This is an optimization exercise on Yosys and OpenROAD, whose aim is small area, a short achievable clock period and few clock cycles per item, not a production implementation.
In this exercise RTL edits were held to simulation tests only and were not proved equivalent to the original.
No activity file was given, so power comes from the tool's default toggle rates.

==> flow/design.v <==
`timescale 1ns / 1ps
`timescale 1ns / 1ps
module mac (
    input  wire        clk,
    input  wire        rst,
    input  wire [31:0] x,
    input  wire [31:0] y,
    input  wire        start,
    output wire [31:0] z,
    output wire        busy
  );
  wire pp1 = ~(x[0] & y[0]);
  wire pp2 = ~(x[0] & y[1]);
  wire pp3 = ~(x[0] & y[2]);
  wire pp4 = ~(x[0] & y[3]);
  wire pp5 = ~(x[0] & y[4]);
  wire pp6 = ~(x[0] & y[5]);
  wire pp7 = ~(x[0] & y[6]);
  wire pp8 = x[0] & y[7];
  wire pp9 = ~(x[1] & y[0]);
  wire pp10 = ~(x[1] & y[1]);
  wire pp11 = ~(x[1] & y[2]);
  wire pp12 = ~(x[1] & y[3]);
  wire pp13 = ~(x[1] & y[4]);
  wire pp14 = ~(x[1] & y[5]);
  wire pp15 = ~(x[1] & y[6]);
  wire pp16 = x[1] & y[7];
  wire pp17 = ~(x[2] & y[0]);
  wire pp18 = ~(x[2] & y[1]);
  wire pp19 = ~(x[2] & y[2]);
  wire pp20 = ~(x[2] & y[3]);
  wire pp21 = ~(x[2] & y[4]);
  wire pp22 = ~(x[2] & y[5]);
  wire pp23 = ~(x[2] & y[6]);
  wire pp24 = x[2] & y[7];
  wire pp25 = ~(x[3] & y[0]);
  wire pp26 = ~(x[3] & y[1]);
  wire pp27 = ~(x[3] & y[2]);
  wire pp28 = ~(x[3] & y[3]);
  wire pp29 = ~(x[3] & y[4]);
  wire pp30 = ~(x[3] & y[5]);
  wire pp31 = ~(x[3] & y[6]);
  wire pp32 = x[3] & y[7];
  wire pp33 = ~(x[4] & y[0]);
  wire pp34 = ~(x[4] & y[1]);
  wire pp35 = ~(x[4] & y[2]);
  wire pp36 = ~(x[4] & y[3]);
  wire pp37 = ~(x[4] & y[4]);
  wire pp38 = ~(x[4] & y[5]);
  wire pp39 = ~(x[4] & y[6]);
  wire pp40 = x[4] & y[7];
  wire pp41 = ~(x[5] & y[0]);
  wire pp42 = ~(x[5] & y[1]);
  wire pp43 = ~(x[5] & y[2]);
  wire pp44 = ~(x[5] & y[3]);
  wire pp45 = ~(x[5] & y[4]);
  wire pp46 = ~(x[5] & y[5]);
  wire pp47 = ~(x[5] & y[6]);
  wire pp48 = x[5] & y[7];
  wire pp49 = ~(x[6] & y[0]);
  wire pp50 = ~(x[6] & y[1]);
  wire pp51 = ~(x[6] & y[2]);
  wire pp52 = ~(x[6] & y[3]);
  wire pp53 = ~(x[6] & y[4]);
  wire pp54 = ~(x[6] & y[5]);
  wire pp55 = ~(x[6] & y[6]);
  wire pp56 = x[6] & y[7];
  wire pp57 = x[7] & y[0];
  wire pp58 = x[7] & y[1];
  wire pp59 = x[7] & y[2];
  wire pp60 = x[7] & y[3];
  wire pp61 = x[7] & y[4];
  wire pp62 = x[7] & y[5];
  wire pp63 = x[7] & y[6];
  wire pp64 = ~(x[7] & y[7]);
  wire pp65 = ~(x[8] & y[8]);
  wire pp66 = ~(x[8] & y[9]);
  wire pp67 = ~(x[8] & y[10]);
  wire pp68 = ~(x[8] & y[11]);
  wire pp69 = ~(x[8] & y[12]);
  wire pp70 = ~(x[8] & y[13]);
  wire pp71 = ~(x[8] & y[14]);
  wire pp72 = x[8] & y[15];
  wire pp73 = ~(x[9] & y[8]);
  wire pp74 = ~(x[9] & y[9]);
  wire pp75 = ~(x[9] & y[10]);
  wire pp76 = ~(x[9] & y[11]);
  wire pp77 = ~(x[9] & y[12]);
  wire pp78 = ~(x[9] & y[13]);
  wire pp79 = ~(x[9] & y[14]);
  wire pp80 = x[9] & y[15];
  wire pp81 = ~(x[10] & y[8]);
  wire pp82 = ~(x[10] & y[9]);
  wire pp83 = ~(x[10] & y[10]);
  wire pp84 = ~(x[10] & y[11]);
  wire pp85 = ~(x[10] & y[12]);
  wire pp86 = ~(x[10] & y[13]);
  wire pp87 = ~(x[10] & y[14]);
  wire pp88 = x[10] & y[15];
  wire pp89 = ~(x[11] & y[8]);
  wire pp90 = ~(x[11] & y[9]);
  wire pp91 = ~(x[11] & y[10]);
  wire pp92 = ~(x[11] & y[11]);
  wire pp93 = ~(x[11] & y[12]);
  wire pp94 = ~(x[11] & y[13]);
  wire pp95 = ~(x[11] & y[14]);
  wire pp96 = x[11] & y[15];
  wire pp97 = ~(x[12] & y[8]);
  wire pp98 = ~(x[12] & y[9]);
  wire pp99 = ~(x[12] & y[10]);
  wire pp100 = ~(x[12] & y[11]);
  wire pp101 = ~(x[12] & y[12]);
  wire pp102 = ~(x[12] & y[13]);
  wire pp103 = ~(x[12] & y[14]);
  wire pp104 = x[12] & y[15];
  wire pp105 = ~(x[13] & y[8]);
  wire pp106 = ~(x[13] & y[9]);
  wire pp107 = ~(x[13] & y[10]);
  wire pp108 = ~(x[13] & y[11]);
  wire pp109 = ~(x[13] & y[12]);
  wire pp110 = ~(x[13] & y[13]);
  wire pp111 = ~(x[13] & y[14]);
  wire pp112 = x[13] & y[15];
  wire pp113 = ~(x[14] & y[8]);
  wire pp114 = ~(x[14] & y[9]);
  wire pp115 = ~(x[14] & y[10]);
  wire pp116 = ~(x[14] & y[11]);
  wire pp117 = ~(x[14] & y[12]);
  wire pp118 = ~(x[14] & y[13]);
  wire pp119 = ~(x[14] & y[14]);
  wire pp120 = x[14] & y[15];
  wire pp121 = x[15] & y[8];
  wire pp122 = x[15] & y[9];
  wire pp123 = x[15] & y[10];
  wire pp124 = x[15] & y[11];
  wire pp125 = x[15] & y[12];
  wire pp126 = x[15] & y[13];
  wire pp127 = x[15] & y[14];
  wire pp128 = ~(x[15] & y[15]);
  wire pp129 = ~(x[16] & y[16]);
  wire pp130 = ~(x[16] & y[17]);
  wire pp131 = ~(x[16] & y[18]);
  wire pp132 = ~(x[16] & y[19]);
  wire pp133 = ~(x[16] & y[20]);
  wire pp134 = ~(x[16] & y[21]);
  wire pp135 = ~(x[16] & y[22]);
  wire pp136 = x[16] & y[23];
  wire pp137 = ~(x[17] & y[16]);
  wire pp138 = ~(x[17] & y[17]);
  wire pp139 = ~(x[17] & y[18]);
  wire pp140 = ~(x[17] & y[19]);
  wire pp141 = ~(x[17] & y[20]);
  wire pp142 = ~(x[17] & y[21]);
  wire pp143 = ~(x[17] & y[22]);
  wire pp144 = x[17] & y[23];
  wire pp145 = ~(x[18] & y[16]);
  wire pp146 = ~(x[18] & y[17]);
  wire pp147 = ~(x[18] & y[18]);
  wire pp148 = ~(x[18] & y[19]);
  wire pp149 = ~(x[18] & y[20]);
  wire pp150 = ~(x[18] & y[21]);
  wire pp151 = ~(x[18] & y[22]);
  wire pp152 = x[18] & y[23];
  wire pp153 = ~(x[19] & y[16]);
  wire pp154 = ~(x[19] & y[17]);
  wire pp155 = ~(x[19] & y[18]);
  wire pp156 = ~(x[19] & y[19]);
  wire pp157 = ~(x[19] & y[20]);
  wire pp158 = ~(x[19] & y[21]);
  wire pp159 = ~(x[19] & y[22]);
  wire pp160 = x[19] & y[23];
  wire pp161 = ~(x[20] & y[16]);
  wire pp162 = ~(x[20] & y[17]);
  wire pp163 = ~(x[20] & y[18]);
  wire pp164 = ~(x[20] & y[19]);
  wire pp165 = ~(x[20] & y[20]);
  wire pp166 = ~(x[20] & y[21]);
  wire pp167 = ~(x[20] & y[22]);
  wire pp168 = x[20] & y[23];
  wire pp169 = ~(x[21] & y[16]);
  wire pp170 = ~(x[21] & y[17]);
  wire pp171 = ~(x[21] & y[18]);
  wire pp172 = ~(x[21] & y[19]);
  wire pp173 = ~(x[21] & y[20]);
  wire pp174 = ~(x[21] & y[21]);
  wire pp175 = ~(x[21] & y[22]);
  wire pp176 = x[21] & y[23];
  wire pp177 = ~(x[22] & y[16]);
  wire pp178 = ~(x[22] & y[17]);
  wire pp179 = ~(x[22] & y[18]);
  wire pp180 = ~(x[22] & y[19]);
  wire pp181 = ~(x[22] & y[20]);
  wire pp182 = ~(x[22] & y[21]);
  wire pp183 = ~(x[22] & y[22]);
  wire pp184 = x[22] & y[23];
  wire pp185 = x[23] & y[16];
  wire pp186 = x[23] & y[17];
  wire pp187 = x[23] & y[18];
  wire pp188 = x[23] & y[19];
  wire pp189 = x[23] & y[20];
  wire pp190 = x[23] & y[21];
  wire pp191 = x[23] & y[22];
  wire pp192 = ~(x[23] & y[23]);
  wire pp193 = ~(x[24] & y[24]);
  wire pp194 = ~(x[24] & y[25]);
  wire pp195 = ~(x[24] & y[26]);
  wire pp196 = ~(x[24] & y[27]);
  wire pp197 = ~(x[24] & y[28]);
  wire pp198 = ~(x[24] & y[29]);
  wire pp199 = ~(x[24] & y[30]);
  wire pp200 = x[24] & y[31];
  wire pp201 = ~(x[25] & y[24]);
  wire pp202 = ~(x[25] & y[25]);
  wire pp203 = ~(x[25] & y[26]);
  wire pp204 = ~(x[25] & y[27]);
  wire pp205 = ~(x[25] & y[28]);
  wire pp206 = ~(x[25] & y[29]);
  wire pp207 = ~(x[25] & y[30]);
  wire pp208 = x[25] & y[31];
  wire pp209 = ~(x[26] & y[24]);
  wire pp210 = ~(x[26] & y[25]);
  wire pp211 = ~(x[26] & y[26]);
  wire pp212 = ~(x[26] & y[27]);
  wire pp213 = ~(x[26] & y[28]);
  wire pp214 = ~(x[26] & y[29]);
  wire pp215 = ~(x[26] & y[30]);
  wire pp216 = x[26] & y[31];
  wire pp217 = ~(x[27] & y[24]);
  wire pp218 = ~(x[27] & y[25]);
  wire pp219 = ~(x[27] & y[26]);
  wire pp220 = ~(x[27] & y[27]);
  wire pp221 = ~(x[27] & y[28]);
  wire pp222 = ~(x[27] & y[29]);
  wire pp223 = ~(x[27] & y[30]);
  wire pp224 = x[27] & y[31];
  wire pp225 = ~(x[28] & y[24]);
  wire pp226 = ~(x[28] & y[25]);
  wire pp227 = ~(x[28] & y[26]);
  wire pp228 = ~(x[28] & y[27]);
  wire pp229 = ~(x[28] & y[28]);
  wire pp230 = ~(x[28] & y[29]);
  wire pp231 = ~(x[28] & y[30]);
  wire pp232 = x[28] & y[31];
  wire pp233 = ~(x[29] & y[24]);
  wire pp234 = ~(x[29] & y[25]);
  wire pp235 = ~(x[29] & y[26]);
  wire pp236 = ~(x[29] & y[27]);
  wire pp237 = ~(x[29] & y[28]);
  wire pp238 = ~(x[29] & y[29]);
  wire pp239 = ~(x[29] & y[30]);
  wire pp240 = x[29] & y[31];
  wire pp241 = ~(x[30] & y[24]);
  wire pp242 = ~(x[30] & y[25]);
  wire pp243 = ~(x[30] & y[26]);
  wire pp244 = ~(x[30] & y[27]);
  wire pp245 = ~(x[30] & y[28]);
  wire pp246 = ~(x[30] & y[29]);
  wire pp247 = ~(x[30] & y[30]);
  wire pp248 = x[30] & y[31];
  wire pp249 = x[31] & y[24];
  wire pp250 = x[31] & y[25];
  wire pp251 = x[31] & y[26];
  wire pp252 = x[31] & y[27];
  wire pp253 = x[31] & y[28];
  wire pp254 = x[31] & y[29];
  wire pp255 = x[31] & y[30];
  wire pp256 = ~(x[31] & y[31]);
  wire s257 = ~(pp1 ^ pp65);
  wire c258 = pp1 | pp65;
  wire s259, c259;
  mac_fa u259 (.a(pp129), .b(pp193), .ci(s257), .s(s259), .co(c259));
  wire s260 = ~(pp2 ^ pp9);
  wire c261 = pp2 | pp9;
  wire s262, c262;
  mac_fa u262 (.a(pp66), .b(pp73), .ci(pp130), .s(s262), .co(c262));
  wire s263, c263;
  mac_fa u263 (.a(pp137), .b(pp194), .ci(pp201), .s(s263), .co(c263));
  wire s264, c264;
  mac_fa u264 (.a(c258), .b(s260), .ci(s262), .s(s264), .co(c264));
  wire s265, c265;
  mac_fa u265 (.a(s263), .b(c259), .ci(s264), .s(s265), .co(c265));
  wire s266, c266;
  mac_fa u266 (.a(pp3), .b(pp10), .ci(pp17), .s(s266), .co(c266));
  wire s267, c267;
  mac_fa u267 (.a(pp67), .b(pp74), .ci(pp81), .s(s267), .co(c267));
  wire s268, c268;
  mac_fa u268 (.a(pp131), .b(pp138), .ci(pp145), .s(s268), .co(c268));
  wire s269, c269;
  mac_fa u269 (.a(pp195), .b(pp202), .ci(pp209), .s(s269), .co(c269));
  wire s270, c270;
  mac_fa u270 (.a(c261), .b(c262), .ci(c263), .s(s270), .co(c270));
  wire s271, c271;
  mac_fa u271 (.a(s266), .b(s267), .ci(s268), .s(s271), .co(c271));
  wire s272, c272;
  mac_fa u272 (.a(s269), .b(c264), .ci(s270), .s(s272), .co(c272));
  wire s273, c273;
  mac_fa u273 (.a(s271), .b(c265), .ci(s272), .s(s273), .co(c273));
  wire s274 = ~(pp4 ^ pp11);
  wire c275 = pp4 | pp11;
  wire s276, c276;
  mac_fa u276 (.a(pp18), .b(pp25), .ci(pp68), .s(s276), .co(c276));
  wire s277, c277;
  mac_fa u277 (.a(pp75), .b(pp82), .ci(pp89), .s(s277), .co(c277));
  wire s278, c278;
  mac_fa u278 (.a(pp132), .b(pp139), .ci(pp146), .s(s278), .co(c278));
  wire s279, c279;
  mac_fa u279 (.a(pp153), .b(pp196), .ci(pp203), .s(s279), .co(c279));
  wire s280, c280;
  mac_fa u280 (.a(pp210), .b(pp217), .ci(s274), .s(s280), .co(c280));
  wire s281, c281;
  mac_fa u281 (.a(c266), .b(c267), .ci(c268), .s(s281), .co(c281));
  wire s282, c282;
  mac_fa u282 (.a(c269), .b(s276), .ci(s277), .s(s282), .co(c282));
  wire s283, c283;
  mac_fa u283 (.a(s278), .b(s279), .ci(s280), .s(s283), .co(c283));
  wire s284, c284;
  mac_fa u284 (.a(c270), .b(c271), .ci(s281), .s(s284), .co(c284));
  wire s285, c285;
  mac_fa u285 (.a(s282), .b(s283), .ci(c272), .s(s285), .co(c285));
  wire s286, c286;
  mac_fa u286 (.a(s284), .b(s285), .ci(c273), .s(s286), .co(c286));
  wire s287 = ~(pp5 ^ pp12);
  wire c288 = pp5 | pp12;
  wire s289, c289;
  mac_fa u289 (.a(pp19), .b(pp26), .ci(pp33), .s(s289), .co(c289));
  wire s290, c290;
  mac_fa u290 (.a(pp69), .b(pp76), .ci(pp83), .s(s290), .co(c290));
  wire s291, c291;
  mac_fa u291 (.a(pp90), .b(pp97), .ci(pp133), .s(s291), .co(c291));
  wire s292, c292;
  mac_fa u292 (.a(pp140), .b(pp147), .ci(pp154), .s(s292), .co(c292));
  wire s293, c293;
  mac_fa u293 (.a(pp161), .b(pp197), .ci(pp204), .s(s293), .co(c293));
  wire s294, c294;
  mac_fa u294 (.a(pp211), .b(pp218), .ci(pp225), .s(s294), .co(c294));
  wire s295, c295;
  mac_fa u295 (.a(c275), .b(s287), .ci(c276), .s(s295), .co(c295));
  wire s296, c296;
  mac_fa u296 (.a(c277), .b(c278), .ci(c279), .s(s296), .co(c296));
  wire s297, c297;
  mac_fa u297 (.a(s289), .b(s290), .ci(s291), .s(s297), .co(c297));
  wire s298, c298;
  mac_fa u298 (.a(s292), .b(s293), .ci(s294), .s(s298), .co(c298));
  wire s299, c299;
  mac_fa u299 (.a(c280), .b(s295), .ci(c281), .s(s299), .co(c299));
  wire s300, c300;
  mac_fa u300 (.a(c282), .b(s296), .ci(s297), .s(s300), .co(c300));
  wire s301, c301;
  mac_fa u301 (.a(s298), .b(c283), .ci(s299), .s(s301), .co(c301));
  wire s302, c302;
  mac_fa u302 (.a(c284), .b(s300), .ci(c285), .s(s302), .co(c302));
  wire s303, c303;
  mac_fa u303 (.a(s301), .b(s302), .ci(c286), .s(s303), .co(c303));
  wire s304 = ~(pp6 ^ pp13);
  wire c305 = pp6 | pp13;
  wire s306, c306;
  mac_fa u306 (.a(pp20), .b(pp27), .ci(pp34), .s(s306), .co(c306));
  wire s307, c307;
  mac_fa u307 (.a(pp41), .b(pp70), .ci(pp77), .s(s307), .co(c307));
  wire s308, c308;
  mac_fa u308 (.a(pp84), .b(pp91), .ci(pp98), .s(s308), .co(c308));
  wire s309, c309;
  mac_fa u309 (.a(pp105), .b(pp134), .ci(pp141), .s(s309), .co(c309));
  wire s310, c310;
  mac_fa u310 (.a(pp148), .b(pp155), .ci(pp162), .s(s310), .co(c310));
  wire s311, c311;
  mac_fa u311 (.a(pp169), .b(pp198), .ci(pp205), .s(s311), .co(c311));
  wire s312, c312;
  mac_fa u312 (.a(pp212), .b(pp219), .ci(pp226), .s(s312), .co(c312));
  wire s313, c313;
  mac_fa u313 (.a(pp233), .b(c288), .ci(s304), .s(s313), .co(c313));
  wire s314, c314;
  mac_fa u314 (.a(c289), .b(c290), .ci(c291), .s(s314), .co(c314));
  wire s315, c315;
  mac_fa u315 (.a(c292), .b(c293), .ci(c294), .s(s315), .co(c315));
  wire s316, c316;
  mac_fa u316 (.a(s306), .b(s307), .ci(s308), .s(s316), .co(c316));
  wire s317, c317;
  mac_fa u317 (.a(s309), .b(s310), .ci(s311), .s(s317), .co(c317));
  wire s318, c318;
  mac_fa u318 (.a(s312), .b(s313), .ci(c295), .s(s318), .co(c318));
  wire s319, c319;
  mac_fa u319 (.a(c296), .b(c297), .ci(c298), .s(s319), .co(c319));
  wire s320, c320;
  mac_fa u320 (.a(s314), .b(s315), .ci(s316), .s(s320), .co(c320));
  wire s321, c321;
  mac_fa u321 (.a(s317), .b(s318), .ci(c299), .s(s321), .co(c321));
  wire s322, c322;
  mac_fa u322 (.a(c300), .b(s319), .ci(s320), .s(s322), .co(c322));
  wire s323, c323;
  mac_fa u323 (.a(c301), .b(s321), .ci(s322), .s(s323), .co(c323));
  wire s324 = ~(pp7 ^ pp14);
  wire c325 = pp7 | pp14;
  wire s326, c326;
  mac_fa u326 (.a(pp21), .b(pp28), .ci(pp35), .s(s326), .co(c326));
  wire s327, c327;
  mac_fa u327 (.a(pp42), .b(pp49), .ci(pp71), .s(s327), .co(c327));
  wire s328, c328;
  mac_fa u328 (.a(pp78), .b(pp85), .ci(pp92), .s(s328), .co(c328));
  wire s329, c329;
  mac_fa u329 (.a(pp99), .b(pp106), .ci(pp113), .s(s329), .co(c329));
  wire s330, c330;
  mac_fa u330 (.a(pp135), .b(pp142), .ci(pp149), .s(s330), .co(c330));
  wire s331, c331;
  mac_fa u331 (.a(pp156), .b(pp163), .ci(pp170), .s(s331), .co(c331));
  wire s332, c332;
  mac_fa u332 (.a(pp177), .b(pp199), .ci(pp206), .s(s332), .co(c332));
  wire s333, c333;
  mac_fa u333 (.a(pp213), .b(pp220), .ci(pp227), .s(s333), .co(c333));
  wire s334, c334;
  mac_fa u334 (.a(pp234), .b(pp241), .ci(c305), .s(s334), .co(c334));
  wire s335, c335;
  mac_fa u335 (.a(s324), .b(c306), .ci(c307), .s(s335), .co(c335));
  wire s336, c336;
  mac_fa u336 (.a(c308), .b(c309), .ci(c310), .s(s336), .co(c336));
  wire s337, c337;
  mac_fa u337 (.a(c311), .b(c312), .ci(s326), .s(s337), .co(c337));
  wire s338, c338;
  mac_fa u338 (.a(s327), .b(s328), .ci(s329), .s(s338), .co(c338));
  wire s339, c339;
  mac_fa u339 (.a(s330), .b(s331), .ci(s332), .s(s339), .co(c339));
  wire s340, c340;
  mac_fa u340 (.a(s333), .b(s334), .ci(c313), .s(s340), .co(c340));
  wire s341, c341;
  mac_fa u341 (.a(c314), .b(c315), .ci(c316), .s(s341), .co(c341));
  wire s342, c342;
  mac_fa u342 (.a(c317), .b(s335), .ci(s336), .s(s342), .co(c342));
  wire s343, c343;
  mac_fa u343 (.a(s337), .b(s338), .ci(s339), .s(s343), .co(c343));
  wire s344, c344;
  mac_fa u344 (.a(s340), .b(c318), .ci(c319), .s(s344), .co(c344));
  wire s345, c345;
  mac_fa u345 (.a(s341), .b(c320), .ci(s342), .s(s345), .co(c345));
  wire s346, c346;
  mac_fa u346 (.a(s343), .b(c321), .ci(s344), .s(s346), .co(c346));
  wire s347, c347;
  mac_fa u347 (.a(c322), .b(s345), .ci(s346), .s(s347), .co(c347));
  wire s348 = ~(pp8 ^ pp15);
  wire c349 = pp8 | pp15;
  wire s350, c350;
  mac_fa u350 (.a(pp22), .b(pp29), .ci(pp36), .s(s350), .co(c350));
  wire s351, c351;
  mac_fa u351 (.a(pp43), .b(pp50), .ci(pp57), .s(s351), .co(c351));
  wire s352, c352;
  mac_fa u352 (.a(pp72), .b(pp79), .ci(pp86), .s(s352), .co(c352));
  wire s353, c353;
  mac_fa u353 (.a(pp93), .b(pp100), .ci(pp107), .s(s353), .co(c353));
  wire s354, c354;
  mac_fa u354 (.a(pp114), .b(pp121), .ci(pp136), .s(s354), .co(c354));
  wire s355, c355;
  mac_fa u355 (.a(pp143), .b(pp150), .ci(pp157), .s(s355), .co(c355));
  wire s356, c356;
  mac_fa u356 (.a(pp164), .b(pp171), .ci(pp178), .s(s356), .co(c356));
  wire s357, c357;
  mac_fa u357 (.a(pp185), .b(pp200), .ci(pp207), .s(s357), .co(c357));
  wire s358, c358;
  mac_fa u358 (.a(pp214), .b(pp221), .ci(pp228), .s(s358), .co(c358));
  wire s359, c359;
  mac_fa u359 (.a(pp235), .b(pp242), .ci(pp249), .s(s359), .co(c359));
  wire s360, c360;
  mac_fa u360 (.a(c325), .b(s348), .ci(c326), .s(s360), .co(c360));
  wire s361, c361;
  mac_fa u361 (.a(c327), .b(c328), .ci(c329), .s(s361), .co(c361));
  wire s362, c362;
  mac_fa u362 (.a(c330), .b(c331), .ci(c332), .s(s362), .co(c362));
  wire s363, c363;
  mac_fa u363 (.a(c333), .b(s350), .ci(s351), .s(s363), .co(c363));
  wire s364, c364;
  mac_fa u364 (.a(s352), .b(s353), .ci(s354), .s(s364), .co(c364));
  wire s365, c365;
  mac_fa u365 (.a(s355), .b(s356), .ci(s357), .s(s365), .co(c365));
  wire s366, c366;
  mac_fa u366 (.a(s358), .b(s359), .ci(c334), .s(s366), .co(c366));
  wire s367, c367;
  mac_fa u367 (.a(s360), .b(c335), .ci(c336), .s(s367), .co(c367));
  wire s368, c368;
  mac_fa u368 (.a(c337), .b(c338), .ci(c339), .s(s368), .co(c368));
  wire s369, c369;
  mac_fa u369 (.a(s361), .b(s362), .ci(s363), .s(s369), .co(c369));
  wire s370, c370;
  mac_fa u370 (.a(s364), .b(s365), .ci(s366), .s(s370), .co(c370));
  wire s371, c371;
  mac_fa u371 (.a(c340), .b(c341), .ci(c342), .s(s371), .co(c371));
  wire s372, c372;
  mac_fa u372 (.a(s367), .b(c343), .ci(s368), .s(s372), .co(c372));
  wire s373, c373;
  mac_fa u373 (.a(s369), .b(s370), .ci(c344), .s(s373), .co(c373));
  wire s374, c374;
  mac_fa u374 (.a(s371), .b(c345), .ci(s372), .s(s374), .co(c374));
  wire s375, c375;
  mac_fa u375 (.a(c346), .b(s373), .ci(s374), .s(s375), .co(c375));
  wire s376 = ~(pp16 ^ pp23);
  wire c377 = pp16 | pp23;
  wire s378, c378;
  mac_fa u378 (.a(pp30), .b(pp37), .ci(pp44), .s(s378), .co(c378));
  wire s379, c379;
  mac_fa u379 (.a(pp51), .b(pp58), .ci(pp80), .s(s379), .co(c379));
  wire s380, c380;
  mac_fa u380 (.a(pp87), .b(pp94), .ci(pp101), .s(s380), .co(c380));
  wire s381, c381;
  mac_fa u381 (.a(pp108), .b(pp115), .ci(pp122), .s(s381), .co(c381));
  wire s382, c382;
  mac_fa u382 (.a(pp144), .b(pp151), .ci(pp158), .s(s382), .co(c382));
  wire s383, c383;
  mac_fa u383 (.a(pp165), .b(pp172), .ci(pp179), .s(s383), .co(c383));
  wire s384, c384;
  mac_fa u384 (.a(pp186), .b(pp208), .ci(pp215), .s(s384), .co(c384));
  wire s385, c385;
  mac_fa u385 (.a(pp222), .b(pp229), .ci(pp236), .s(s385), .co(c385));
  wire s386, c386;
  mac_fa u386 (.a(pp243), .b(pp250), .ci(c349), .s(s386), .co(c386));
  wire s387, c387;
  mac_fa u387 (.a(s376), .b(c350), .ci(c351), .s(s387), .co(c387));
  wire s388, c388;
  mac_fa u388 (.a(c352), .b(c353), .ci(c354), .s(s388), .co(c388));
  wire s389, c389;
  mac_fa u389 (.a(c355), .b(c356), .ci(c357), .s(s389), .co(c389));
  wire s390, c390;
  mac_fa u390 (.a(c358), .b(c359), .ci(s378), .s(s390), .co(c390));
  wire s391, c391;
  mac_fa u391 (.a(s379), .b(s380), .ci(s381), .s(s391), .co(c391));
  wire s392, c392;
  mac_fa u392 (.a(s382), .b(s383), .ci(s384), .s(s392), .co(c392));
  wire s393, c393;
  mac_fa u393 (.a(s385), .b(s386), .ci(c360), .s(s393), .co(c393));
  wire s394, c394;
  mac_fa u394 (.a(c361), .b(c362), .ci(c363), .s(s394), .co(c394));
  wire s395, c395;
  mac_fa u395 (.a(c364), .b(c365), .ci(s387), .s(s395), .co(c395));
  wire s396, c396;
  mac_fa u396 (.a(s388), .b(s389), .ci(s390), .s(s396), .co(c396));
  wire s397, c397;
  mac_fa u397 (.a(c366), .b(s391), .ci(s392), .s(s397), .co(c397));
  wire s398, c398;
  mac_fa u398 (.a(s393), .b(c367), .ci(c368), .s(s398), .co(c398));
  wire s399, c399;
  mac_fa u399 (.a(s394), .b(c369), .ci(c370), .s(s399), .co(c399));
  wire s400, c400;
  mac_fa u400 (.a(s395), .b(s396), .ci(s397), .s(s400), .co(c400));
  wire s401, c401;
  mac_fa u401 (.a(c371), .b(s398), .ci(c372), .s(s401), .co(c401));
  wire s402, c402;
  mac_fa u402 (.a(s399), .b(s400), .ci(c373), .s(s402), .co(c402));
  wire s403 = ~(pp24 ^ pp31);
  wire c404 = pp24 | pp31;
  wire s405, c405;
  mac_fa u405 (.a(pp38), .b(pp45), .ci(pp52), .s(s405), .co(c405));
  wire s406, c406;
  mac_fa u406 (.a(pp59), .b(pp88), .ci(pp95), .s(s406), .co(c406));
  wire s407, c407;
  mac_fa u407 (.a(pp102), .b(pp109), .ci(pp116), .s(s407), .co(c407));
  wire s408, c408;
  mac_fa u408 (.a(pp123), .b(pp152), .ci(pp159), .s(s408), .co(c408));
  wire s409, c409;
  mac_fa u409 (.a(pp166), .b(pp173), .ci(pp180), .s(s409), .co(c409));
  wire s410, c410;
  mac_fa u410 (.a(pp187), .b(pp216), .ci(pp223), .s(s410), .co(c410));
  wire s411, c411;
  mac_fa u411 (.a(pp230), .b(pp237), .ci(pp244), .s(s411), .co(c411));
  wire s412, c412;
  mac_fa u412 (.a(pp251), .b(c377), .ci(s403), .s(s412), .co(c412));
  wire s413, c413;
  mac_fa u413 (.a(c378), .b(c379), .ci(c380), .s(s413), .co(c413));
  wire s414, c414;
  mac_fa u414 (.a(c381), .b(c382), .ci(c383), .s(s414), .co(c414));
  wire s415, c415;
  mac_fa u415 (.a(c384), .b(c385), .ci(s405), .s(s415), .co(c415));
  wire s416, c416;
  mac_fa u416 (.a(s406), .b(s407), .ci(s408), .s(s416), .co(c416));
  wire s417, c417;
  mac_fa u417 (.a(s409), .b(s410), .ci(s411), .s(s417), .co(c417));
  wire s418, c418;
  mac_fa u418 (.a(c386), .b(s412), .ci(c387), .s(s418), .co(c418));
  wire s419, c419;
  mac_fa u419 (.a(c388), .b(c389), .ci(c390), .s(s419), .co(c419));
  wire s420, c420;
  mac_fa u420 (.a(c391), .b(c392), .ci(s413), .s(s420), .co(c420));
  wire s421, c421;
  mac_fa u421 (.a(s414), .b(s415), .ci(s416), .s(s421), .co(c421));
  wire s422, c422;
  mac_fa u422 (.a(s417), .b(c393), .ci(s418), .s(s422), .co(c422));
  wire s423, c423;
  mac_fa u423 (.a(c394), .b(c395), .ci(c396), .s(s423), .co(c423));
  wire s424, c424;
  mac_fa u424 (.a(s419), .b(c397), .ci(s420), .s(s424), .co(c424));
  wire s425, c425;
  mac_fa u425 (.a(s421), .b(s422), .ci(c398), .s(s425), .co(c425));
  wire s426, c426;
  mac_fa u426 (.a(c399), .b(s423), .ci(c400), .s(s426), .co(c426));
  wire s427, c427;
  mac_fa u427 (.a(s424), .b(s425), .ci(c401), .s(s427), .co(c427));
  wire s428, c428;
  mac_fa u428 (.a(pp32), .b(pp39), .ci(pp46), .s(s428), .co(c428));
  wire s429, c429;
  mac_fa u429 (.a(pp53), .b(pp60), .ci(pp96), .s(s429), .co(c429));
  wire s430, c430;
  mac_fa u430 (.a(pp103), .b(pp110), .ci(pp117), .s(s430), .co(c430));
  wire s431, c431;
  mac_fa u431 (.a(pp124), .b(pp160), .ci(pp167), .s(s431), .co(c431));
  wire s432, c432;
  mac_fa u432 (.a(pp174), .b(pp181), .ci(pp188), .s(s432), .co(c432));
  wire s433, c433;
  mac_fa u433 (.a(pp224), .b(pp231), .ci(pp238), .s(s433), .co(c433));
  wire s434, c434;
  mac_fa u434 (.a(pp245), .b(pp252), .ci(c404), .s(s434), .co(c434));
  wire s435, c435;
  mac_fa u435 (.a(c405), .b(c406), .ci(c407), .s(s435), .co(c435));
  wire s436, c436;
  mac_fa u436 (.a(c408), .b(c409), .ci(c410), .s(s436), .co(c436));
  wire s437, c437;
  mac_fa u437 (.a(c411), .b(s428), .ci(s429), .s(s437), .co(c437));
  wire s438, c438;
  mac_fa u438 (.a(s430), .b(s431), .ci(s432), .s(s438), .co(c438));
  wire s439, c439;
  mac_fa u439 (.a(s433), .b(s434), .ci(c412), .s(s439), .co(c439));
  wire s440, c440;
  mac_fa u440 (.a(c413), .b(c414), .ci(c415), .s(s440), .co(c440));
  wire s441, c441;
  mac_fa u441 (.a(c416), .b(c417), .ci(s435), .s(s441), .co(c441));
  wire s442, c442;
  mac_fa u442 (.a(s436), .b(s437), .ci(s438), .s(s442), .co(c442));
  wire s443, c443;
  mac_fa u443 (.a(s439), .b(c418), .ci(c419), .s(s443), .co(c443));
  wire s444, c444;
  mac_fa u444 (.a(c420), .b(s440), .ci(c421), .s(s444), .co(c444));
  wire s445, c445;
  mac_fa u445 (.a(s441), .b(s442), .ci(c422), .s(s445), .co(c445));
  wire s446, c446;
  mac_fa u446 (.a(s443), .b(c423), .ci(c424), .s(s446), .co(c446));
  wire s447, c447;
  mac_fa u447 (.a(s444), .b(s445), .ci(c425), .s(s447), .co(c447));
  wire s448, c448;
  mac_fa u448 (.a(pp40), .b(pp47), .ci(pp54), .s(s448), .co(c448));
  wire s449, c449;
  mac_fa u449 (.a(pp61), .b(pp104), .ci(pp111), .s(s449), .co(c449));
  wire s450, c450;
  mac_fa u450 (.a(pp118), .b(pp125), .ci(pp168), .s(s450), .co(c450));
  wire s451, c451;
  mac_fa u451 (.a(pp175), .b(pp182), .ci(pp189), .s(s451), .co(c451));
  wire s452, c452;
  mac_fa u452 (.a(pp232), .b(pp239), .ci(pp246), .s(s452), .co(c452));
  wire s453, c453;
  mac_fa u453 (.a(pp253), .b(c428), .ci(c429), .s(s453), .co(c453));
  wire s454, c454;
  mac_fa u454 (.a(c430), .b(c431), .ci(c432), .s(s454), .co(c454));
  wire s455, c455;
  mac_fa u455 (.a(c433), .b(s448), .ci(s449), .s(s455), .co(c455));
  wire s456, c456;
  mac_fa u456 (.a(s450), .b(s451), .ci(s452), .s(s456), .co(c456));
  wire s457, c457;
  mac_fa u457 (.a(c434), .b(c435), .ci(c436), .s(s457), .co(c457));
  wire s458, c458;
  mac_fa u458 (.a(c437), .b(c438), .ci(s453), .s(s458), .co(c458));
  wire s459, c459;
  mac_fa u459 (.a(s454), .b(s455), .ci(s456), .s(s459), .co(c459));
  wire s460, c460;
  mac_fa u460 (.a(c439), .b(c440), .ci(c441), .s(s460), .co(c460));
  wire s461, c461;
  mac_fa u461 (.a(s457), .b(c442), .ci(s458), .s(s461), .co(c461));
  wire s462, c462;
  mac_fa u462 (.a(s459), .b(c443), .ci(c444), .s(s462), .co(c462));
  wire s463, c463;
  mac_fa u463 (.a(s460), .b(s461), .ci(c445), .s(s463), .co(c463));
  wire s464, c464;
  mac_fa u464 (.a(pp48), .b(pp55), .ci(pp62), .s(s464), .co(c464));
  wire s465, c465;
  mac_fa u465 (.a(pp112), .b(pp119), .ci(pp126), .s(s465), .co(c465));
  wire s466, c466;
  mac_fa u466 (.a(pp176), .b(pp183), .ci(pp190), .s(s466), .co(c466));
  wire s467, c467;
  mac_fa u467 (.a(pp240), .b(pp247), .ci(pp254), .s(s467), .co(c467));
  wire s468, c468;
  mac_fa u468 (.a(c448), .b(c449), .ci(c450), .s(s468), .co(c468));
  wire s469, c469;
  mac_fa u469 (.a(c451), .b(c452), .ci(s464), .s(s469), .co(c469));
  wire s470, c470;
  mac_fa u470 (.a(s465), .b(s466), .ci(s467), .s(s470), .co(c470));
  wire s471, c471;
  mac_fa u471 (.a(c453), .b(c454), .ci(c455), .s(s471), .co(c471));
  wire s472, c472;
  mac_fa u472 (.a(c456), .b(s468), .ci(s469), .s(s472), .co(c472));
  wire s473, c473;
  mac_fa u473 (.a(s470), .b(c457), .ci(c458), .s(s473), .co(c473));
  wire s474, c474;
  mac_fa u474 (.a(s471), .b(c459), .ci(s472), .s(s474), .co(c474));
  wire s475, c475;
  mac_fa u475 (.a(c460), .b(s473), .ci(c461), .s(s475), .co(c475));
  wire s476, c476;
  mac_fa u476 (.a(s474), .b(c462), .ci(s475), .s(s476), .co(c476));
  wire s477, c477;
  mac_fa u477 (.a(pp56), .b(pp63), .ci(pp120), .s(s477), .co(c477));
  wire s478, c478;
  mac_fa u478 (.a(pp127), .b(pp184), .ci(pp191), .s(s478), .co(c478));
  wire s479, c479;
  mac_fa u479 (.a(pp248), .b(pp255), .ci(c464), .s(s479), .co(c479));
  wire s480, c480;
  mac_fa u480 (.a(c465), .b(c466), .ci(c467), .s(s480), .co(c480));
  wire s481, c481;
  mac_fa u481 (.a(s477), .b(s478), .ci(s479), .s(s481), .co(c481));
  wire s482, c482;
  mac_fa u482 (.a(c468), .b(c469), .ci(c470), .s(s482), .co(c482));
  wire s483, c483;
  mac_fa u483 (.a(s480), .b(s481), .ci(c471), .s(s483), .co(c483));
  wire s484, c484;
  mac_fa u484 (.a(c472), .b(s482), .ci(c473), .s(s484), .co(c484));
  wire s485, c485;
  mac_fa u485 (.a(s483), .b(c474), .ci(s484), .s(s485), .co(c485));
  wire s486, c486;
  mac_fa u486 (.a(pp64), .b(pp128), .ci(pp192), .s(s486), .co(c486));
  wire s487, c487;
  mac_fa u487 (.a(pp256), .b(c477), .ci(c478), .s(s487), .co(c487));
  wire s488, c488;
  mac_fa u488 (.a(s486), .b(c479), .ci(c480), .s(s488), .co(c488));
  wire s489, c489;
  mac_fa u489 (.a(s487), .b(c481), .ci(s488), .s(s489), .co(c489));
  wire s490, c490;
  mac_fa u490 (.a(c482), .b(c483), .ci(s489), .s(s490), .co(c490));
  wire s491, c491;
  mac_fa u491 (.a(c486), .b(c487), .ci(c488), .s(s491), .co(c491));
  wire s492, c492;
  mac_fa u492 (.a(s491), .b(c489), .ci(c490), .s(s492), .co(c492));
  reg  [37:0] r;
  always @(posedge clk)
  begin
    if (start)
      r <= {c492, c491, s492, c485, s490, c484, c476, s485, c475, s476, c463, c447, s463, c446, s462, c427, s447, c426, s446, s427, c402, s426, c375, s402, c374, s401, s375, c347, s347, c323, c303, s323, c302, s303, s286, s273, s265, s259};
  end
  wire s493, c493;
  mac_fa u493 (.a(r[5]), .b(r[6]), .ci(r[7]), .s(s493), .co(c493));
  wire s494, c494;
  mac_fa u494 (.a(r[8]), .b(r[9]), .ci(c493), .s(s494), .co(c494));
  wire s495 = r[10] ^ r[11];
  wire c496 = r[10] & r[11];
  wire s497, c497;
  mac_fa u497 (.a(r[12]), .b(r[13]), .ci(r[14]), .s(s497), .co(c497));
  wire s498, c498;
  mac_fa u498 (.a(r[15]), .b(c496), .ci(s497), .s(s498), .co(c498));
  wire s499, c499;
  mac_fa u499 (.a(r[16]), .b(r[17]), .ci(r[18]), .s(s499), .co(c499));
  wire s500 = c497 ^ s499;
  wire c501 = c497 & s499;
  wire s502, c502;
  mac_fa u502 (.a(r[19]), .b(r[20]), .ci(r[21]), .s(s502), .co(c502));
  wire s503, c503;
  mac_fa u503 (.a(r[22]), .b(c499), .ci(s502), .s(s503), .co(c503));
  wire s504, c504;
  mac_fa u504 (.a(r[23]), .b(r[24]), .ci(r[25]), .s(s504), .co(c504));
  wire s505, c505;
  mac_fa u505 (.a(r[26]), .b(c502), .ci(s504), .s(s505), .co(c505));
  wire s506, c506;
  mac_fa u506 (.a(r[27]), .b(r[28]), .ci(c504), .s(s506), .co(c506));
  wire s507, c507;
  mac_fa u507 (.a(r[29]), .b(r[30]), .ci(r[31]), .s(s507), .co(c507));
  wire s508, c508;
  mac_fa u508 (.a(r[32]), .b(r[33]), .ci(r[34]), .s(s508), .co(c508));
  wire g0 = r[0] & 1'b0;
  wire p0 = r[0] ^ 1'b0;
  wire g1 = r[1] & 1'b0;
  wire p1 = r[1] ^ 1'b0;
  wire g2 = r[2] & 1'b0;
  wire p2 = r[2] ^ 1'b0;
  wire g3 = r[3] & 1'b0;
  wire p3 = r[3] ^ 1'b0;
  wire g4 = r[4] & 1'b0;
  wire p4 = r[4] ^ 1'b0;
  wire g5 = s493 & 1'b0;
  wire p5 = s493 ^ 1'b0;
  wire g6 = s494 & 1'b0;
  wire p6 = s494 ^ 1'b0;
  wire g7 = s495 & c494;
  wire p7 = s495 ^ c494;
  wire g8 = s498 & 1'b0;
  wire p8 = s498 ^ 1'b0;
  wire g9 = s500 & c498;
  wire p9 = s500 ^ c498;
  wire g10 = c501 & s503;
  wire p10 = c501 ^ s503;
  wire g11 = c503 & s505;
  wire p11 = c503 ^ s505;
  wire g12 = s506 & c505;
  wire p12 = s506 ^ c505;
  wire g13 = s507 & c506;
  wire p13 = s507 ^ c506;
  wire g14 = c507 & s508;
  wire p14 = c507 ^ s508;
  wire g15 = r[35] & c508;
  wire p15 = r[35] ^ c508;
  wire g16 = r[36] & r[37];
  wire p16 = r[36] ^ r[37];
  wire G1_1 = g1 | (p1 & g0);
  wire P1_1 = p1 & p0;
  wire G1_3 = g3 | (p3 & g2);
  wire P1_3 = p3 & p2;
  wire G1_5 = g5 | (p5 & g4);
  wire P1_5 = p5 & p4;
  wire G1_7 = g7 | (p7 & g6);
  wire P1_7 = p7 & p6;
  wire G1_9 = g9 | (p9 & g8);
  wire P1_9 = p9 & p8;
  wire G1_11 = g11 | (p11 & g10);
  wire P1_11 = p11 & p10;
  wire G1_13 = g13 | (p13 & g12);
  wire P1_13 = p13 & p12;
  wire G1_15 = g15 | (p15 & g14);
  wire P1_15 = p15 & p14;
  wire G2_2 = g2 | (p2 & G1_1);
  wire P2_2 = p2 & P1_1;
  wire G2_3 = G1_3 | (P1_3 & G1_1);
  wire P2_3 = P1_3 & P1_1;
  wire G2_6 = g6 | (p6 & G1_5);
  wire P2_6 = p6 & P1_5;
  wire G2_7 = G1_7 | (P1_7 & G1_5);
  wire P2_7 = P1_7 & P1_5;
  wire G2_10 = g10 | (p10 & G1_9);
  wire P2_10 = p10 & P1_9;
  wire G2_11 = G1_11 | (P1_11 & G1_9);
  wire P2_11 = P1_11 & P1_9;
  wire G2_14 = g14 | (p14 & G1_13);
  wire P2_14 = p14 & P1_13;
  wire G2_15 = G1_15 | (P1_15 & G1_13);
  wire P2_15 = P1_15 & P1_13;
  wire G4_4 = g4 | (p4 & G2_3);
  wire P4_4 = p4 & P2_3;
  wire G4_5 = G1_5 | (P1_5 & G2_3);
  wire P4_5 = P1_5 & P2_3;
  wire G4_6 = G2_6 | (P2_6 & G2_3);
  wire P4_6 = P2_6 & P2_3;
  wire G4_7 = G2_7 | (P2_7 & G2_3);
  wire P4_7 = P2_7 & P2_3;
  wire G4_12 = g12 | (p12 & G2_11);
  wire P4_12 = p12 & P2_11;
  wire G4_13 = G1_13 | (P1_13 & G2_11);
  wire P4_13 = P1_13 & P2_11;
  wire G4_14 = G2_14 | (P2_14 & G2_11);
  wire P4_14 = P2_14 & P2_11;
  wire G4_15 = G2_15 | (P2_15 & G2_11);
  wire P4_15 = P2_15 & P2_11;
  wire G8_8 = g8 | (p8 & G4_7);
  wire P8_8 = p8 & P4_7;
  wire G8_9 = G1_9 | (P1_9 & G4_7);
  wire P8_9 = P1_9 & P4_7;
  wire G8_10 = G2_10 | (P2_10 & G4_7);
  wire P8_10 = P2_10 & P4_7;
  wire G8_11 = G2_11 | (P2_11 & G4_7);
  wire P8_11 = P2_11 & P4_7;
  wire G8_12 = G4_12 | (P4_12 & G4_7);
  wire P8_12 = P4_12 & P4_7;
  wire G8_13 = G4_13 | (P4_13 & G4_7);
  wire P8_13 = P4_13 & P4_7;
  wire G8_14 = G4_14 | (P4_14 & G4_7);
  wire P8_14 = P4_14 & P4_7;
  wire G8_15 = G4_15 | (P4_15 & G4_7);
  wire P8_15 = P4_15 & P4_7;
  wire [2:0] sgn;
  mac_sgn1 usgn0 (.g(g16), .p(p16), .c(G8_15), .s(sgn[0]));
  mac_sgn1 usgn1 (.g(g16), .p(p16), .c(G8_15), .s(sgn[1]));
  mac_sgn1 usgn2 (.g(g16), .p(p16), .c(G8_15), .s(sgn[2]));
  assign z    = {sgn[2], sgn[2], sgn[2], sgn[2], sgn[2], sgn[1], sgn[1], sgn[1], sgn[1], sgn[1], sgn[0], sgn[0], sgn[0], sgn[0], sgn[0],
                 ~(p16 ^ G8_15), ~(p15 ^ G8_14), ~(p14 ^ G8_13), ~(p13 ^ G8_12), ~(p12 ^ G8_11), ~(p11 ^ G8_10), ~(p10 ^ G8_9), ~(p9 ^ G8_8), ~(p8 ^ G4_7), ~(p7 ^ G4_6), ~(p6 ^ G4_5), ~(p5 ^ G4_4), ~(p4 ^ G2_3), ~(p3 ^ G2_2), ~(p2 ^ G1_1), ~(p1 ^ g0), ~p0};
  assign busy = 1'b0;
endmodule
module mac_fa (
    input  wire a,
    input  wire b,
    input  wire ci,
    output wire s,
    output wire co
  );
  assign s  = a ^ b ^ ci;
  assign co = (a & b) | (a & ci) | (b & ci);
endmodule
module mac_sgn (
    input  wire t,
    input  wire g,
    input  wire p,
    input  wire c,
    output wire s
  );
  assign s = ~(t ^ (g | (p & c)));
endmodule
module mac_sgn0 (
    input  wire g,
    input  wire p,
    input  wire c,
    output wire s
  );
  assign s = ~(g | (p & c));
endmodule
module mac_sgn1 (
    input  wire g,
    input  wire p,
    input  wire c,
    output wire s
  );
  assign s = g | (p & c);
endmodule
==> flow/flow/run.sh <==
#!/bin/bash
# The standard layout (standard.sh), with port buffers of the given cell instead
# of the one buffer_ports picks by default.  make's output goes to standard.log;
# ORFS keeps each step's log under orfs/logs.
set -euo pipefail
export BUFFER_PORTS_ARGS="-buffer_cell sky130_fd_sc_hd__buf_2"
bash standard.sh > standard.log 2>&1
==> flow/standard.sh <==
#!/bin/bash
# synth_recipe.tcl (not shown) runs the flow's synth.tcl, then flattens the netlist and writes it again
# the make line also repeats each setting of config.mk as NAME=value (left out here)
make -C /OpenROAD-flow-scripts/flow DESIGN_CONFIG=/design/flow/config.mk WORK_HOME=/design/flow/orfs CLKGATE_MAP_FILE= SYNTH_SCRIPT=/design/flow/synth_recipe.tcl "${@:-finish}"
==> flow/config.mk <==
export PLATFORM = sky130hd
export DESIGN_NAME = mac
export DESIGN_NICKNAME = mac
export VERILOG_FILES = /design/flow/design.v
export SDC_FILE = /design/flow/constraint.sdc
export NUM_CORES = 4
export LEC_CHECK = 0
export CAP_MARGIN = 20
export CORE_MARGIN = 2
export CORE_UTILIZATION = 40
export CTS_BUF_LIST = sky130_fd_sc_hd__clkbuf_8
export SETUP_SLACK_MARGIN = 2.3
export SLEW_MARGIN = 20
export SYNTH_HIERARCHICAL = 1
export SYNTH_MINIMUM_KEEP_SIZE = 0
==> flow/constraint.sdc <==
create_clock -name core_clock -period 7.0 [get_ports {clk}]
set_input_delay 1.4000 -clock core_clock [delete_from_list [all_inputs] [get_ports {clk}]]
set_output_delay 1.4000 -clock core_clock [all_outputs]
set_load 0.01 [all_outputs]
==> results of run 1 <==
## power breakdown
part	internal (mW)	switching, mW	total [mW]
clock network	0.0699	0.0855	0.155
logic	1.46	1.77	3.23
registers	0.525	0.0509	0.576
total	2.06	1.90	3.96
## kinds of logic (layout without fill, tap and decap cells)
| family | Yosys count | in the layout | share of synthesized area, % |
|---|---|---|---|
| and+or+nand+nor | 265 | 265 | 15.53 |
| adders and majority gates | 251 | 251 | 63.38 |
| buffers and inverters | 60 | 134 | 3.568 |
| DFF | 38 | 38 | 14.86 |
| AOI/OAI and AO/OA | 11 | 11 | 1.613 |
| xor gates and xnor gates | 8 | 8 | 1.010 |
| other | 1 | 1 | 0.04883 |
## final timing paths
path,startpoint,cells past startpoint,end,slack (ps)
worst max-delay path,y[21],8,r[11],2390
worst min-delay path,x[24],3,r[0],1620
## cells in the final DEF (no fill, tap or decap), types with 3 or more instances in the layout
cell type and instances:
clkbuf_8 5, fa_1 228, inv_1 29, nand2_1 188
xnor2_1 3, ha_1 20, buf_2 89, xor2_1 4
edfxtp_1 38, nor2_1 3, clkbuf_4 8, and2_1 69
a21o_1 4
## per-stage QoR
stage / hold slack (ps) / total power [mW] / worst slack (ps) / util (%) / cells
2_1_floorplan: 1513 / 2.903 / 2309 / - / 634
3_3_place_gp: 1853 / 3.836 / 2047 / 44.19 / 934
3_5_place_dp: 1857 / 3.875 / 2002 / 44.19 / 934
4_1_cts: 1608 / 4.041 / 2340 / 44.67 / 942
5_1_grt: 1639 / 4.453 / 2298 / 44.84 / 942
6_report: 1620 / 3.963 / 2394 / 44.84 / 942
## cell type report
class                           instances  area [um^2]  share of cell area (%)
Tap cell                              234        292.8                   3.479
Timing Repair Buffer                   97        505.5                   6.007
Sequential cell                        38         1141                   13.56
Multi-Input combinational cell        536         6277                   74.59
Inverter                               29        108.9                   1.293
Clock buffer                            5        68.82                  0.8177
Clock inverter                          3        21.27                  0.2528
## per-module statistics from Yosys, one instance, submodules excluded
module / flops+latches / copies in the design / area, um^2
mac_fa: 0 / 230 / 20.02
mac: 38 / 1 / 3053
mac_sgn1: 0 / 3 / 7.507
## layer usage
metal / GRT usage [%] / share of wire [%] / up-vias
li1: - / - / 2076
met1: 27.90 / 38 / 2640
met2: 38.61 / 51 / 227
met3: 4.307 / 7.5 / 51
met4: 7.348 / 3.1 / 0
met5: 0 / 0 / -
## what timing repair did
| action | 4_1_cts | 5_1_grt |
|---|---|---|
| setup buffers | 0 | 0 |
| endpoints found under the setup margin | 0 | 17 |
| hold buffers | 0 | 0 |
| gates resized for setup | 0 | 12 |
==> impl_metrics.tcl, run 1 <==
set metrics [dict create \
    status "timing/DRC/antenna clean" \
    crit_type "input port to register" \
    hold_class "input port to register" \
    synth_nets 952 \
    slew_headroom_pct 37.08 \
    grt_start_max_net_pins 39 \
    synthDistinctLibCells 26 \
    syn_area_um2 7680 \
    drt_iter0_drc 314 \
    setup_viol_count_final 0 \
    cpPeakStageDelay_ps 590 \
    hpwlAfterDp_um 17720 \
    largest_reg_flops 38 \
    reg_top3 "r x38" \
    crit_family "adder cells" \
    tightest_slew_ps 943.8 \
    drv_cap 0 \
    finalNetCount 1025 \
    grt_use_total_pct 22.17 \
    pin_count 100 \
    htree_num_levels 2 \
    ys_seq_area_share_pct 14.86 \
    cts_root_buf "clkbuf_8" \
    fmax_mhz 217.1 \
    synth_flop_cell "edfxtp_1" \
    grt_pass1_wl_um 33290 \
    fin_area_um2 8416 \
    die-area_um2 20320 \
    antenna_found_initial 0 \
    drcViolationCount 0 \
    crit_path_end_kind "register" \
    via_per_inst 5.301 \
    tns_ps 0 \
    clock_path_buffers 2 \
    finalHoldViolCount 0 \
    synth_top_area_share_pct 59.95 \
    clk_pin_slew_worst_paths_ps 80 \
    syn_inst 634 \
    rows 50 \
    routedWlPerCell_um 21.77 \
    path_buf_inv 1 \
    antenna_cells 0 \
    gp_congestion 0.9410 \
    crit_chain "buf_2 -> nand2_1 -> fa_1 -> fa_1 -> fa_1 -> fa_1 -> fa_1 -> fa_1" \
    tritoncts "built" \
    rsz0062_at_grt "true" \
    regMostFlops "r" \
    cts_inserted_buffers 5 \
    via_count 4994 \
    critPathMostFrequentCell "fa_1" \
    synth_common_cells "230 x fa_1, 188 x nand2_1, 69 x and2_1" \
    cp-start-kind "input port" \
    wirelength_um 20500 \
    p_leak_nw 3.240 \
    grt.overflow.total 0 \
    drive_above_1_share_pct 16.53 \
    layout_min_cycle_time_ps 4606 \
    critPathArrivalTime_ps 4660 \
    synth_seq_cells 38 \
    synthTopCellsByArea "fa_1 60%, edfxtp_1 15%, nand2_1 9.2%" \
    ir_drop_uv 328.2 \
    synth_edf_count 38 \
    crit_slowest_cell "fa_1" \
    initial_core_util_pct 40.92 \
    io_buffers 97 \
    grt_pass1_vias 5956 \
    required_ps 7050 \
    drtPass1Iterations 5 \
    synthArstFlopShare_pct 0 \
    die_y_um 142.6 \
    maxSlewViolCount 0 \
    yosys.area.top_type "fa_1" \
    cts.sinks 38 \
    synth_most_common_cell "fa_1" \
    power.density_nw_per_um2 470.9 \
    die_w_um 142.6 \
    coreArea_um2 18770 \
    synth_warnings 7 \
    critPathMaxFanout 8 \
    avgSynthCellArea_um2 12.11 \
    dpl_cell_area_um2 8293 \
    antenna_left 0 \
    fillers 1768 \
    fin_crit_sh_pct 65.79 \
    syn_to_final_growth_pct 9.580 \
]
Testbench counts, summed over its fixed seeds: cycles 512, items 512.
==> inputs of run 2 (changes only) <==
--- a/flow/config.mk
+++ b/flow/config.mk
@@ -10,4 +10,3 @@
 export CORE_UTILIZATION = 40
-export CTS_BUF_LIST = sky130_fd_sc_hd__clkbuf_8
-export SETUP_SLACK_MARGIN = 2.3
+export SETUP_SLACK_MARGIN = 2.45
 export SLEW_MARGIN = 20
==> impl_metrics.tcl, run 2 <==
set metrics [dict create \
    setup_viol_count_final 0 \
    final_cell_mix "191 x fa_1, 182 x nand2_1, 66 x and2_1" \
    cts_inserted_buffers 5 \
    holdPathEnd "r[0]" \
    regMostFlops "r" \
    finalNetCount 1029 \
    cts.sinks 38 \
    clk_pin_slew_worst_paths_ps 60 \
    synthArstFlopShare_pct 0 \
    gp_congestion 0.9376 \
    hold_class "input port to register" \
    whs_path_depth 3 \
    initial_core_util_pct 40.92 \
    grt_use_total_pct 22.25 \
    power.density_nw_per_um2 498.1 \
    min_from "x[16]" \
    grt.overflow.total 0 \
    critPathArrivalTime_ps 4520 \
    synthDistinctLibCells 26 \
    antenna_cells 0 \
    synth_edf_count 38 \
    ys_seq_area_share_pct 14.86 \
    required_ps 7030 \
    cp-start-kind "input port" \
    via_count 5011 \
    htree_num_levels 2 \
    synth_most_common_cell "fa_1" \
    slew_headroom_pct 39.23 \
    p_leak_nw 3.343 \
    synth_common_cells "230 x fa_1, 188 x nand2_1, 69 x and2_1" \
    mostFrequentLayoutCell "fa_1" \
    clock_path_buffers 2 \
    grt_start_max_net_pins 39 \
    path_buf_inv 2 \
    coreArea_um2 18770 \
    drtPass1Iterations 5 \
    rsz0062_at_grt "false" \
    syn_area_um2 7680 \
    io_buffers 97 \
    synth_nets 952 \
    synth_top_area_share_pct 59.95 \
    ir_drop_uv 399.3 \
    via_per_inst 5.297 \
    cts.hold.buffers_added 0 \
    grt_pass1_vias 6025 \
    crit_type "input port to register" \
    die_y_um 142.6 \
    maxSlewViolCount 0 \
    synth_flop_cell "edfxtp_1" \
    largest_reg_flops 38 \
    crit_chain "buf_4 -> and2_4 -> ha_4 -> inv_2 -> fa_2 -> fa_1 -> fa_1 -> fa_1 -> fa_1" \
    synth_seq_cells 38 \
    drv_cap 0 \
    avgSynthCellArea_um2 12.11 \
    antenna_found_initial 0 \
    cts_root_buf "clkbuf_16" \
    die_w_um 142.6 \
    yosys.area.top_type "fa_1" \
    hpwlAfterDp_um 17710 \
    drt_iter0_drc 324 \
    hold_ws_ps 1614 \
    antenna_left 0 \
    critPathMaxFanout 8 \
    syn_inst 634 \
    syn_to_final_growth_pct 15.82 \
    drive_above_1_share_pct 24.58 \
    drcViolationCount 0 \
    tritoncts "built" \
    cpPeakStageDelay_ps 570 \
    rows 50 \
    fmax_mhz 222.5 \
    tightest_slew_ps 911.6 \
    crit_family "adder cells" \
    reg_top3 "r x38" \
    synthTopCellsByArea "fa_1 60%, edfxtp_1 15%, nand2_1 9.2%" \
    routedWlPerCell_um 21.80 \
    layout_min_cycle_time_ps 4495 \
    p_total_mw 4.430 \
    fin_crit_sh_pct 64.21 \
    crit_slowest_cell "fa_2" \
    finalHoldViolCount 0 \
    critPathMostFrequentCell "fa_1" \
    status "timing/DRC/antenna clean" \
    die-area_um2 20320 \
    pin_count 100 \
    wirelength_um 20620 \
    tns_ps 0 \
    grt_pass1_wl_um 33360 \
    fillers 1678 \
    synth_warnings 7 \
    crit_path_end_kind "register" \
]
[run 2: cell count changes in the layout (fill, tap and decap cells not counted), moves of 6 or more]
cell,change
buf_2,-41
buf_4,+13
buf_6,+19
clkbuf_4,+10
fa_1,-37
fa_2,+37
ha_1,-6
ha_4,+6
nand2_1,-6
[run 2: how the worst max path moves through the flow]
| stage | startpoint | endpoint | slack, ps | cells after the start |
|---|---|---|---|---|
| detailed placement | x[2] | r[11] | 2070 | 8 |
| global placement | x[2] | r[11] | 2100 | 8 |
| global route | r[12] | z[27] | 2450 | 9 |
| finish | x[1] | r[11] | 2510 | 9 |
| CTS | x[3] | r[11] | 2450 | 8 |
| floorplan | x[2] | r[11] | 2390 | 8 |
[run 2: worst min-delay path: stages]
cell	delay, ps
buf_6	130
nand2_1	90
fa_1	180
[run 2: power by group]
part           switching, mW  internal [mW]  leakage (nW)
logic                   1.88           1.76          2.90
registers             0.0519          0.526         0.373
clock network         0.0889          0.130        0.0672
[run 2: timing repair]
action | 4_1_cts | 5_1_grt
pin swaps | 3 | 31
buffers inserted | 1 | 3
endpoints found under the setup margin | 16 | 22
resized for setup | 9 | 128
[run 2: logic make-up after synthesis]
| kind of cell | after synthesis | synth area share [%] |
|---|---|---|
| AND/OR/NAND/NOR | 265 | 15.53 |
| XOR/XNOR | 8 | 1.010 |
| flip-flops | 38 | 14.86 |
| AO/OA/AOI/OAI | 11 | 1.613 |
| adder cells (fa/ha/maj) | 251 | 63.38 |
| buffers and inverters | 60 | 3.568 |
| other | 1 | 0.04883 |
[run 2: metrics by stage]
stage / cells / cell area [um^2] / util [%] / worst slack [ps]
final: 946 / 8895 / 47.39 / 2505
after global routing: 946 / 8895 / 47.39 / 2446
after CTS: 943 / 8531 / 45.45 / 2447
after detailed placement: 934 / 8356 / 44.52 / 2069
after global placement: 934 / 8356 / 44.52 / 2096
after floorplan: 634 / 7816 / - / 2394
[run 2: layer usage]
metal	part of all wire, %	track usage (%)
met5	0	0
met4	3.3	7.191
met3	6.4	4.610
met2	51	38.36
met1	39	28.24
[run 2: layout make-up]
class / instances / area (um^2) / share of cell area (%)
timing repair buffer: 101 / 732.0 / 8.229
tap: 234 / 292.8 / 3.292
clock inverter: 3 / 16.27 / 0.1829
sequential: 38 / 1141 / 12.83
inverter: 29 / 108.9 / 1.224
multi-input combinational: 536 / 6479 / 72.84
clock buffer: 5 / 125.1 / 1.407
[run 2: per-module statistics from Yosys (local to each module, per instance)]
module	area (um^2)	copies in the design	flip-flops and latches
mac_fa	20.02	230	0
mac_sgn1	7.507	3	0
mac	3053	1	38
==> inputs of run 3 (changes only) <==
--- a/flow/config.mk
+++ b/flow/config.mk
@@ -10,3 +10,3 @@
 export CORE_UTILIZATION = 40
-export SETUP_SLACK_MARGIN = 2.45
+export SETUP_SLACK_MARGIN = 2.35
 export SLEW_MARGIN = 20
==> impl_metrics.tcl, run 3 <==
set metrics [dict create \
    htree_num_levels 2 \
    p_total_mw 4.161 \
    cts_inserted_buffers 5 \
    antenna_cells 0 \
    crit_path_end_kind "register" \
    rsz0062_at_grt "true" \
    tns_ps 0 \
    cp-start-kind "input port" \
    largest_reg_flops 38 \
    drtPass1Iterations 4 \
    synthTopCellsByArea "fa_1 60%, edfxtp_1 15%, nand2_1 9.2%" \
    synthArstFlopShare_pct 0 \
    grt_pass1_vias 6033 \
    die_w_um 142.6 \
    reg_top3 "r x38" \
    finalNetCount 1025 \
    p_sw_share_pct 46.89 \
    tightest_slew_ps 943.1 \
    critPathArrivalTime_ps 4640 \
    ys_seq_area_share_pct 14.86 \
    hpwlAfterDp_um 18030 \
    comb_power_share_pct 80.9 \
    initial_core_util_pct 40.92 \
    antenna_left 0 \
    drv_cap 0 \
    wl_met2_um 10540 \
    crit_family "adder cells" \
    clock_path_buffers 2 \
    grt_start_max_net_pins 39 \
    clkPwrFrac_pct 5.2 \
    required_ps 7040 \
    avgSynthCellArea_um2 12.11 \
    tritoncts "built" \
    startpoint "y[2]" \
    crit_type "input port to register" \
    drcViolationCount 0 \
    setup_viol_count_final 0 \
    synth_edf_count 38 \
    syn_area_um2 7680 \
    power_switching_mw 1.951 \
    wl_met1_um 7975 \
    cts_root_buf "clkbuf_16" \
    muxShareOfSynthArea_pct 0 \
    internal-power_mw 2.210 \
    rows 50 \
    synth_simple_gate_area_share_pct 15.53 \
    multi_input_area_um2 6330 \
    yosys.area.top_type "fa_1" \
    grt_use_total_pct 22.44 \
    coreArea_um2 18770 \
    whs_path_depth 3 \
    synth_compound_area_share_pct 1.613 \
    fmax_mhz 217.2 \
    die_y_um 142.6 \
    regMostFlops "r" \
    maxSlewViolCount 0 \
    path_buf_inv 1 \
    grt.overflow.total 0 \
    p_leak_nw 3.259 \
    ir_drop_uv 266.2 \
    synth_common_cells "230 x fa_1, 188 x nand2_1, 69 x and2_1" \
    synth_nets 952 \
    drive_above_1_share_pct 18.08 \
    synth_xor_area_share_pct 1.010 \
    synth_most_common_cell "fa_1" \
    wirelength_um 20720 \
    grt_pass1_wl_um 33290 \
    io_buffers 97 \
    die-area_um2 20320 \
    critPathMaxFanout 8 \
    synth_top_area_share_pct 59.95 \
    syn_to_final_growth_pct 10.79 \
    syn_inst 634 \
    synth_seq_cells 38 \
    crit_chain "buf_2 -> nand2_1 -> fa_2 -> fa_2 -> fa_2 -> fa_1 -> fa_1 -> fa_1" \
    synth_flop_cell "edfxtp_1" \
    synth_fa_ha_area_share_pct 63.38 \
    fin_crit_sh_pct 65.78 \
    power.density_nw_per_um2 489.1 \
    crit_slowest_cell "fa_2" \
    via_per_inst 5.257 \
    gp_congestion 0.9125 \
    highest_layer "met4" \
    routedWlPerCell_um 21.99 \
    synthDistinctLibCells 26 \
    drt_iter0_drc 249 \
    min_from "x[24]" \
    pin_count 100 \
    layout_min_cycle_time_ps 4605 \
    cts.sinks 38 \
    wl_met3_um 1493 \
    synth_top_family_by_area "adder cells" \
    mostFrequentLayoutCell "fa_1" \
    holdPathEnd "r[0]" \
    via_count 4952 \
    regArea_um2 1141 \
    status "timing/DRC/antenna clean" \
    finalHoldViolCount 0 \
    cpPeakStageDelay_ps 650 \
    hold_class "input port to register" \
    slew_headroom_pct 37.12 \
    fillers 1760 \
    clk_pin_slew_worst_paths_ps 60 \
    antenna_found_initial 0 \
    synth_warnings 7 \
    power_frac_seq_pct 13.9 \
    final_cell_mix "216 x fa_1, 188 x nand2_1, 92 x buf_2" \
]
run 3: final cells by class:
class	instances	area share (%)
clock inverter	2	0.1029
clock buffer	6	1.515
multi-input combinational	536	74.40
timing repair buffer	97	5.853
tap	234	3.441
sequential	38	13.41
inverter	29	1.279
run 3: power by group through the flow:
stage | Sequential [mW] | Clock [mW] | Combinational [mW]
after detailed placement | 0.584 | 0 | 3.33
after global routing | 0.593 | 0.231 | 3.84
after CTS | 0.580 | 0.224 | 3.34
after global placement | 0.579 | 0 | 3.26
final | 0.577 | 0.218 | 3.37
after floorplan | 0.573 | 0 | 2.34
run 3: repair_timing:
action	CTS	global route
buffers inserted	0	0
gates resized for setup	0	14
endpoints found under the setup margin	0	20
hold buffers	0	0
run 3: modules after synthesis (local to each module, per instance):
module / area (um^2) / cells inside
mac_fa: 20.02 / 1
mac_sgn1: 7.507 / 1
mac: 3053 / 401
run 3: routing by layer:
metal  vias up  GRT usage, %
met3        44         5.417
met2       196         38.79
met4         0         9.015
met5         -             0
met1      2634         27.11
li1       2078             -
run 3: how the worst max path moves through the flow:
stage             to  cells past startpoint
2_1_floorplan  r[11]                      8
3_3_place_gp   r[11]                      8
3_5_place_dp   r[11]                      8
4_1_cts        r[11]                      8
5_1_grt        r[11]                      8
6_report       r[11]                      8
run 3: cells by family after synthesis:
family | count (synthesis)
flip-flops | 38
XOR/XNOR | 8
buffers and inverters | 60
AND/OR/NAND/NOR | 265
other | 1
AO/OA/AOI/OAI | 11
adder cells (fa/ha/maj) | 251
run 3: tightest hold or removal path, cell delays in order:
cell and delay, ps:
buf_2 160, nand2_1 110, fa_1 170
run 3: per-stage QoR:
| stage | std cells | setup WS, ps | instance area, um^2 | utilization (%) | hold WS (ps) |
|---|---|---|---|---|---|
| floorplan | 634 | 2353 | 7719 | - | 1513 |
| global placement | 934 | 2073 | 8313 | 44.29 | 1853 |
| detailed placement | 934 | 2059 | 8313 | 44.29 | 1858 |
| CTS | 942 | 2374 | 8451 | 45.03 | 1657 |
| global route | 942 | 2319 | 8508 | 45.33 | 1679 |
| finish | 942 | 2395 | 8508 | 45.33 | 1667 |

==> re-timing with driven ports <==
No port has a modelled driver above. Below, the same layouts with a new extraction and two added sets of constraints. Step 1: set_driving_cell puts a clkbuf_16 on clk and a buf_2 on each other input, an assumption about the parent block. Step 2, shift: input delay + t, output delay - t, t = (earliest + latest rising clock arrival at the registers) / 2. This alone moves slack from input paths to output paths. Three values: ideal, step 1, step 2; two values: the first two.
run	t (ns)	setup slack, ns	slew at the worst register clock pin (ns)
run 1	0.346	2.394 / 2.387 / 2.041	0.08 / 0.08
run 2	0.331	2.505 / 2.508 / 2.177	0.06 / 0.06
run 3	0.335	2.395 / 2.416 / 2.081	0.06 / 0.06
After both steps every run listed still meets setup and hold. For run 1, which loses most, drivers alone change the setup slack by -0.007 ns; drivers and shift together by -0.353 ns.
